Source: an optimization exercise on an open RTL-to-GDS flow (aim: small area). Production flows keep margins and buffers that such runs may drop.
Only simulation tests tie the RTL to the original design; equivalence was not proved.
The clock port is modelled as an ideal driver; clocking choices that lean on that would not hold on a real chip.
Power and IR drop assume default switching activity.

== the previous run ==
==> flow/design.v <==
module OnePixel(
	input             rst,
	input             clk,
	input             draw_en,
	input      [9:0]  startx,
	input      [9:0]  starty,
	output reg        finished,
	output     [14:0] write_mem_address
);
localparam START = 2'd0, BOUNDRY_CHECK = 2'd1, DRAW = 2'd2, DONE = 2'd3;
reg       s0, s1;    
wire [1:0] S = {s1, s0};
reg [7:0] bx;    
reg [6:0] by;    
wire in_range = startx <= 10'd640 && starty <= 10'd480;
always @(posedge clk or negedge rst)
	if (!rst)
		s0 <= 1'b0;
	else
		s0 <= (S == START) || S == DRAW || (S == BOUNDRY_CHECK && draw_en && !in_range) ||
		        (S == DONE && draw_en);
always @(posedge clk or negedge rst)
	if (!rst)
		s1 <= 1'b0;
	else if (s0)    
		s1 <= draw_en;
always @(posedge clk)
	if (S == START)
		finished <= 1'b0;
	else if (S == DRAW)
		finished <= 1'b1;
always @(posedge clk)
	if (S == START) begin
		bx <= startx[9:2];
		by <= starty[8:2];
	end
block_address write_addr (.bx(bx), .by(by), .address(write_mem_address));
endmodule
module block_address(
	input      [7:0]  bx,
	input      [6:0]  by,
	output reg [14:0] address
);
wire [11:0] a = {bx, by[6:3]};
wire [11:0] b = {4'd0, bx};
reg         borrow;
integer     i;
always @(*) begin
	borrow = 1'b0;
	for (i = 0; i < 12; i = i + 1) begin
		address[i+3] = a[i] ^ b[i] ^ borrow;
		borrow = (~a[i] & (b[i] | borrow)) | (b[i] & borrow);
	end
	address[2:0] = by[2:0];
end
endmodule
module vga_driver(
	input             clk,
	input             rst,
	output            vga_clk,
	output            hsync,
	output            vsync,
	output            VGA_BLANK_N,
	output            VGA_SYNC_N,
	output            line_start,    
	output reg [10:0] pos,
	output reg [9:0]  line
);
assign line_start = pos[10] & pos[9] & (&pos[5:0]);
wire   last_line  = line[9] & line[3] & line[2];             
assign vga_clk     = pos[0];
assign hsync       = ~(pos >= 11'd1309 && pos < 11'd1501);   
assign vsync       = line_start ? ~(line == 10'd488 || line == 10'd489)
                                : ~(line == 10'd489 || line == 10'd490);
assign VGA_BLANK_N = line_start ? (line <= 10'd478 || last_line)
                                : (pos <= 11'd1278 && line <= 10'd479);
assign VGA_SYNC_N  = 1'b1;
reg [10:0] pos_inc;
reg [9:0]  line_inc;
reg        c;
integer    i;
always @(*) begin
	c = 1'b1;
	for (i = 0; i < 11; i = i + 1) begin
		pos_inc[i] = pos[i] ^ c;
		c = c & pos[i];
	end
	c = 1'b1;
	for (i = 0; i < 10; i = i + 1) begin
		line_inc[i] = line[i] ^ c;
		c = c & line[i];
	end
end
always @(posedge clk or negedge rst)
	if (!rst) begin
		pos  <= 11'd0;
		line <= 10'd0;
	end else begin
		pos <= pos_inc & ~({11{line_start}} & 11'b110_0100_0000);
		if (line_start)
			line <= line_inc & ~({10{last_line}} & 10'b10_0000_1101);
	end
endmodule
module vga_driver_memory_double_buf(
	input             CLOCK_50,
	input             rst_n,
	input      [14:0] external_address,
	input      [23:0] external_data,
	input             external_start,
	output            VGA_CLK,
	output            VGA_HS,
	output            VGA_VS,
	output            VGA_BLANK_N,
	output            VGA_SYNC_N,
	output     [7:0]  VGA_R,
	output     [7:0]  VGA_G,
	output     [7:0]  VGA_B,
	output     [14:0] frame_buf_mem_address0,
	output     [23:0] frame_buf_mem_data0,
	output            frame_buf_mem_wren0,
	input      [23:0] frame_buf_mem_q0,
	output     [14:0] frame_buf_mem_address1,
	output     [23:0] frame_buf_mem_data1,
	output            frame_buf_mem_wren1,
	input      [23:0] frame_buf_mem_q1
);
wire clk = CLOCK_50;
wire rst = rst_n;
wire        line_start;
wire [10:0] pos;
wire [9:0]  line;
vga_driver the_vga(
	.clk(clk), .rst(rst), .vga_clk(VGA_CLK), .hsync(VGA_HS), .vsync(VGA_VS),
	.VGA_BLANK_N(VGA_BLANK_N), .VGA_SYNC_N(VGA_SYNC_N),
	.line_start(line_start), .pos(pos), .line(line));
localparam W2M_DONE = 2'd0, RFM_INIT_START = 2'd1, RFM_INIT_WAIT = 2'd2, RFM_DRAWING = 2'd3;
wire frame_end   = line_start && line == 10'd478;
wire frame_begin = line_start && line[9] && line[3] && line[2];
reg [1:0]  S;
reg        sel;
reg        first;    
reg [14:0] write_buf_mem_address_n;
reg [23:0] write_buf_mem_data;
reg        write_buf_mem_wren;
always @(posedge clk or negedge rst)
	if (!rst)
		S <= W2M_DONE;
	else
		case (S)
			W2M_DONE:       S <= frame_end ? RFM_INIT_START : W2M_DONE;
			RFM_INIT_START: S <= RFM_INIT_WAIT;
			RFM_INIT_WAIT:  S <= frame_begin ? RFM_DRAWING : RFM_INIT_WAIT;
			default:        S <= frame_end ? RFM_INIT_START : RFM_DRAWING;
		endcase
always @(posedge clk or negedge rst)
	if (!rst)
		sel <= 1'b0;
	else if (S == RFM_INIT_START)
		sel <= ~sel;
always @(posedge clk or negedge rst)
	if (!rst)
		first <= 1'b1;
	else if (S == RFM_DRAWING)
		first <= 1'b0;
wire       clip_y = line >= 10'd479;
wire       clip_x = clip_y || pos[10:3] >= 8'd160;
wire [7:0] rx = first ? 8'd0 : clip_x ? 8'd159 : pos[10:3];
wire [6:0] ry = first ? 7'd0 : clip_y ? 7'd119 : line[8:2];
wire [14:0] read_buf_mem_address;
block_address read_addr (.bx(rx), .by(ry), .address(read_buf_mem_address));
wire write_now = (S == RFM_DRAWING) && external_start;
always @(posedge clk or negedge rst)
	if (!rst)
		write_buf_mem_wren <= 1'b0;
	else
		write_buf_mem_wren <= write_now;
wire white = (S == W2M_DONE);
always @(posedge clk)
	if (write_now || white)
		write_buf_mem_address_n <= ~external_address | {15{white}};
always @(posedge clk)
	write_buf_mem_data <= external_data;
wire hide0 = white | ~sel;
wire hide1 = white | sel;
assign {VGA_R, VGA_G, VGA_B} = ({24{hide0}} | frame_buf_mem_q0) & ({24{hide1}} | frame_buf_mem_q1);
wire read0 = sel | first;     
wire read1 = ~sel | first;    
assign frame_buf_mem_address0 = ~(({15{~read0}} | ~read_buf_mem_address) & ({15{read0}} | write_buf_mem_address_n));
assign frame_buf_mem_address1 = ~(({15{~read1}} | ~read_buf_mem_address) & ({15{read1}} | write_buf_mem_address_n));
assign frame_buf_mem_data0    = write_buf_mem_data;
assign frame_buf_mem_data1    = write_buf_mem_data;
assign frame_buf_mem_wren0    = write_buf_mem_wren & ~sel;
assign frame_buf_mem_wren1    = write_buf_mem_wren & sel;
endmodule
module MASTER_TEST(
	input         CLOCK_50,     
	input         rst_n,        
	input         draw_en,
	input  [9:0]  startx,
	input  [9:0]  starty,
	input  [23:0] color,
	output        VGA_CLK,
	output        VGA_HS,
	output        VGA_VS,
	output        VGA_BLANK_N,
	output        VGA_SYNC_N,
	output [7:0]  VGA_R,
	output [7:0]  VGA_G,
	output [7:0]  VGA_B,
	output [14:0] mem0_addr,
	output [23:0] mem0_wdata,
	output        mem0_wren,
	input  [23:0] mem0_q,
	output [14:0] mem1_addr,
	output [23:0] mem1_wdata,
	output        mem1_wren,
	input  [23:0] mem1_q
);
wire        finished;
wire [14:0] pixel_address;
OnePixel pixel (
	.rst(rst_n), .clk(CLOCK_50), .draw_en(draw_en), .startx(startx), .starty(starty),
	.finished(finished), .write_mem_address(pixel_address));
vga_driver_memory_double_buf VGA_MODULE (
	.CLOCK_50(CLOCK_50), .rst_n(rst_n),
	.external_address(pixel_address), .external_data(color), .external_start(finished),
	.VGA_CLK(VGA_CLK), .VGA_HS(VGA_HS), .VGA_VS(VGA_VS), .VGA_BLANK_N(VGA_BLANK_N), .VGA_SYNC_N(VGA_SYNC_N),
	.VGA_R(VGA_R), .VGA_G(VGA_G), .VGA_B(VGA_B),
	.frame_buf_mem_address0(mem0_addr), .frame_buf_mem_data0(mem0_wdata), .frame_buf_mem_wren0(mem0_wren), .frame_buf_mem_q0(mem0_q),
	.frame_buf_mem_address1(mem1_addr), .frame_buf_mem_data1(mem1_wdata), .frame_buf_mem_wren1(mem1_wren), .frame_buf_mem_q1(mem1_q));
endmodule
==> flow/config.mk <==
export PLATFORM = sky130hd
export DESIGN_NAME = MASTER_TEST
export DESIGN_NICKNAME = MASTER_TEST
export VERILOG_FILES = /design/flow/design.v
export SDC_FILE = /design/flow/constraint.sdc
export NUM_CORES = 4
export LEC_CHECK = 0
export CAP_MARGIN = 20
export CORE_MARGIN = 2
export CORE_UTILIZATION = 70
export SLEW_MARGIN = 20
==> flow/constraint.sdc <==
create_clock -name core_clock -period 10.0 [get_ports {CLOCK_50}]
set_input_delay 2.0000 -clock core_clock [delete_from_list [all_inputs] [get_ports {CLOCK_50}]]
set_output_delay 2.0000 -clock core_clock [all_outputs]
set_load 0.01 [all_outputs]
standard.sh (not shown) runs the stock make flow with config.mk's settings and CLKGATE_MAP_FILE= SYNTH_SCRIPT=/design/flow/synth_recipe.tcl, a recipe that flattens the netlist after the stock synthesis.
==> flow/flow/run.sh <==
#!/bin/bash
# The standard layout (standard.sh) with these changes:
# - synthesis maps the logic for area (flow/synth.tcl, flow/abc_area.script)
#   and leaves adders to ABC instead of mapping them to full-adder cells;
# - the port buffers use the smallest buffer cell;
# - clock tree synthesis uses the options in CTS_ARGS, and then
#   flow/post_cts.tcl sizes each clock buffer down as far as the clock
#   pins slews allow.
# ORFS's logs are in orfs/logs; make's output goes to standard.log.
set -euo pipefail
F=$(pwd)/flow
export FLOW_ABC_SCRIPT=$F/abc_area.script
export BUFFER_PORTS_ARGS="-buffer_cell sky130_fd_sc_hd__buf_1"
export CTS_ARGS="-sink_clustering_enable -repair_clock_nets -dont_use_dummy_load -buf_list sky130_fd_sc_hd__clkbuf_8"
export POST_CTS_TCL=$F/post_cts.tcl
bash standard.sh finish SYNTH_SCRIPT=$F/synth.tcl ADDER_MAP_FILE= > standard.log 2>&1
Other scripts of this flow, unchanged in this note and not shown: flow/flow/abc_area.script, flow/flow/post_cts.tcl, flow/flow/synth.tcl
Edits applied to the flow inputs when going from the previous run to the current run:
--- a/flow/design.v
+++ b/flow/design.v
@@ -173,14 +173,14 @@
 	if (!rst)
 		write_buf_mem_wren <= 1'b0;
 	else
 		write_buf_mem_wren <= write_now;
+always @(posedge clk)
+	if (write_now)
+		write_buf_mem_address_n <= ~external_address;    
+always @(posedge clk)
+	write_buf_mem_data <= external_data;
 wire white = (S == W2M_DONE);
-always @(posedge clk)
-	if (write_now || white)
-		write_buf_mem_address_n <= ~external_address | {15{white}};
-always @(posedge clk)
-	write_buf_mem_data <= external_data;
 wire hide0 = white | ~sel;
 wire hide1 = white | sel;
 assign {VGA_R, VGA_G, VGA_B} = ({24{hide0}} | frame_buf_mem_q0) & ({24{hide1}} | frame_buf_mem_q1);
 wire read0 = sel | first;     
[summary]
- Final core utilization in the current run vs the previous run: down 0.69 points
- [compare] base=the previous run new=the current run: actual transition at the worst max-transition pin went up by 0.040 ns; clock network contribution to total cell area about even; first-pass GRT wire length shrank by 4.7%; total non-filler cell area in the finished layout lost 1.4%.
- The current run ended up with a lower filler cell count in the final layout than the previous run did.
- The current run: total chip power about 0.4% above the previous run
- Re clock-pin slew reported for the worst setup and hold paths after clock tree synthesis: the current run and the previous run aren't equal, and the lower value belongs to the previous run.
- Against the previous run, via count normalized by instance count in the current run fell by a few percent.
- Relative to the previous run, global-route usage has decreased by 1.4 points in the current run.
- Number of distinct library cells after synthesis is lower on the current run
- Detailed route, the current run vs the previous run: via total lower for the current run
- In the tables for the current run and the previous run, final critical-path share of the clock period reads higher with the previous run.
- Side by side, post-synthesis net count turned out lower in the current run than in the previous run.

Setup of the baseline:
RTL: the design.v shown in full above, as it stands there.
==> flow/config.mk <==
export PLATFORM = sky130hd
export DESIGN_NAME = MASTER_TEST
export DESIGN_NICKNAME = MASTER_TEST
export VERILOG_FILES = /design/flow/design.v
export SDC_FILE = /design/flow/constraint.sdc
export NUM_CORES = 4
export LEC_CHECK = 0
export CAP_MARGIN = 20
export CORE_MARGIN = 2
export CORE_UTILIZATION = 70
export SLEW_MARGIN = 20
==> flow/constraint.sdc <==
create_clock -name core_clock -period 10.0 [get_ports {CLOCK_50}]
set_input_delay 2.0000 -clock core_clock [delete_from_list [all_inputs] [get_ports {CLOCK_50}]]
set_output_delay 2.0000 -clock core_clock [all_outputs]
set_load 0.01 [all_outputs]
==> flow/flow/abc_area.script <==
strash
fraig
balance -l; resub -K 6 -l; rewrite -l; resub -K 6 -N 2 -l; refactor -l; resub -K 8 -l; balance -l; resub -K 8 -N 2 -l; rewrite -l; resub -K 10 -l; rewrite -z -l; resub -K 10 -N 2 -l; balance -l; resub -K 12 -l; refactor -z -l; resub -K 12 -N 2 -l; rewrite -z -l; balance -l
dc2
balance -l; resub -K 6 -l; rewrite -l; resub -K 6 -N 2 -l; refactor -l; resub -K 8 -l; balance -l; resub -K 8 -N 2 -l; rewrite -l; resub -K 10 -l; rewrite -z -l; resub -K 10 -N 2 -l; balance -l; resub -K 12 -l; refactor -z -l; resub -K 12 -N 2 -l; rewrite -z -l; balance -l
dch -f
amap -m -F 2 -A 8
topo
==> flow/flow/post_cts.tcl <==
estimate_parasitics -placement
proc my_clk_maxslew {} {
  set m 0
  foreach p [get_pins -hierarchical */CLK] {
    set s [get_property $p slew_max]
    if { $s > $m } { set m $s }
  }
  return $m
}
set my_slew_limit 0.105
set my_sizes {sky130_fd_sc_hd__clkbuf_2 sky130_fd_sc_hd__clkbuf_4 sky130_fd_sc_hd__clkbuf_8 sky130_fd_sc_hd__clkbuf_16}
puts "post_cts: clock pin slew before resizing [my_clk_maxslew]"
foreach c [get_cells -filter "ref_name =~ sky130_fd_sc_hd__clkbuf_*"] {
  set orig [get_property $c ref_name]
  set i [lsearch $my_sizes $orig]
  if { $i <= 0 } { continue }
  # a buffer that drives flip-flops directly keeps at least clkbuf_4: the
  # placement estimate underrates the routed slew of a clkbuf_2
  set out [get_pins -of_objects $c -filter "direction == output"]
  set j0 0
  foreach p [get_pins -of_objects [get_nets -of_objects $out] -filter "direction == input"] {
    if { [get_property $p name] == "CLK" } { set j0 1 }
  }
  for { set j $j0 } { $j < $i } { incr j } {
    replace_cell $c [lindex $my_sizes $j]
    estimate_parasitics -placement
    if { [my_clk_maxslew] <= $my_slew_limit } { break }
    replace_cell $c $orig
    estimate_parasitics -placement
  }
  puts "post_cts: [get_full_name $c] $orig -> [get_property $c ref_name]"
}
puts "post_cts: clock pin slew after resizing [my_clk_maxslew]"
==> flow/flow/synth.tcl <==
# The standard flow's synthesis script (synth_recipe.tcl) with one change: ABC maps the
# logic with flow/abc_area.script instead of ORFS's script.
proc synth {args} { yosys synth -nofsm -noshare {*}$args }
proc abc {args} {
  set i [lsearch $args -script]
  if { $i >= 0 } {
    set args [lreplace $args [expr {$i + 1}] [expr {$i + 1}] $::env(FLOW_ABC_SCRIPT)]
  }
  yosys abc {*}$args
}
source $::env(SCRIPTS_DIR)/synth.tcl
# left out here: clear keep_hierarchy, flatten, clean up, hide names made inside functions, write 1_2_yosys.v
Scripts as last shown in full above: flow/flow/run.sh
What the candidate does differently from the baseline at the input level:
--- a/flow/design.v
+++ b/flow/design.v
@@ -86,5 +86,5 @@
 		c = c & pos[i];
 	end
-	c = 1'b1;
+	c = line_start;
 	for (i = 0; i < 10; i = i + 1) begin
 		line_inc[i] = line[i] ^ c;
@@ -97,7 +97,6 @@
 		line <= 10'd0;
 	end else begin
-		pos <= pos_inc & ~({11{line_start}} & 11'b110_0100_0000);
-		if (line_start)
-			line <= line_inc & ~({10{last_line}} & 10'b10_0000_1101);
+		pos  <= pos_inc & ~({11{line_start}} & 11'b110_0100_0000);
+		line <= line_inc & ~({10{line_start & last_line}} & 10'b10_0000_1101);
 	end
 endmodule
Results
Comparing the candidate and the baseline, setup slack is higher on the baseline.
Standby leakage power across the candidate and the baseline: no real change.
[the candidate vs the baseline] number of multi-input combinational cells: higher in the candidate
In the metrics for the candidate and the baseline, the one carrying the higher combinational power is the candidate.
When the final numbers for the candidate and the baseline were put side by side, the first-iteration DRC count turned out to be greater in the baseline.

[port drivers added, routing unchanged]
In the flow no input, the clock included, has a driving cell. The finished layouts below were timed again as built, in two steps.
Step 1 (the two cells are an assumption about what drives the block):
set clk [get_ports {CLOCK_50}]
set_driving_cell -lib_cell sky130_fd_sc_hd__clkbuf_16 $clk
set_driving_cell -lib_cell sky130_fd_sc_hd__buf_2 [delete_from_list [all_inputs] $clk]
Step 2, shift: input delay + t, output delay - t, t = (earliest + latest rising clock arrival at the registers) / 2. This alone moves slack from input paths to output paths.
Slacks: ideal / step 1 / step 2; pairs: ideal / step 1.
run | t, ns | setup WS [ns] | clock arrival spread, ns
the previous run | 0.569 | 1.296 / 1.266 / 1.835 | 0.032 / 0.031
the current run | 0.553 | 1.419 / 1.391 / 1.944 | 0.041 / 0.042
the baseline | 0.555 | 1.395 / 1.368 / 1.923 | 0.030 / 0.030
the candidate | 0.538 | 0.980 / 0.948 / 1.486 | 0.035 / 0.035
After both steps setup and hold are still met in every run listed.
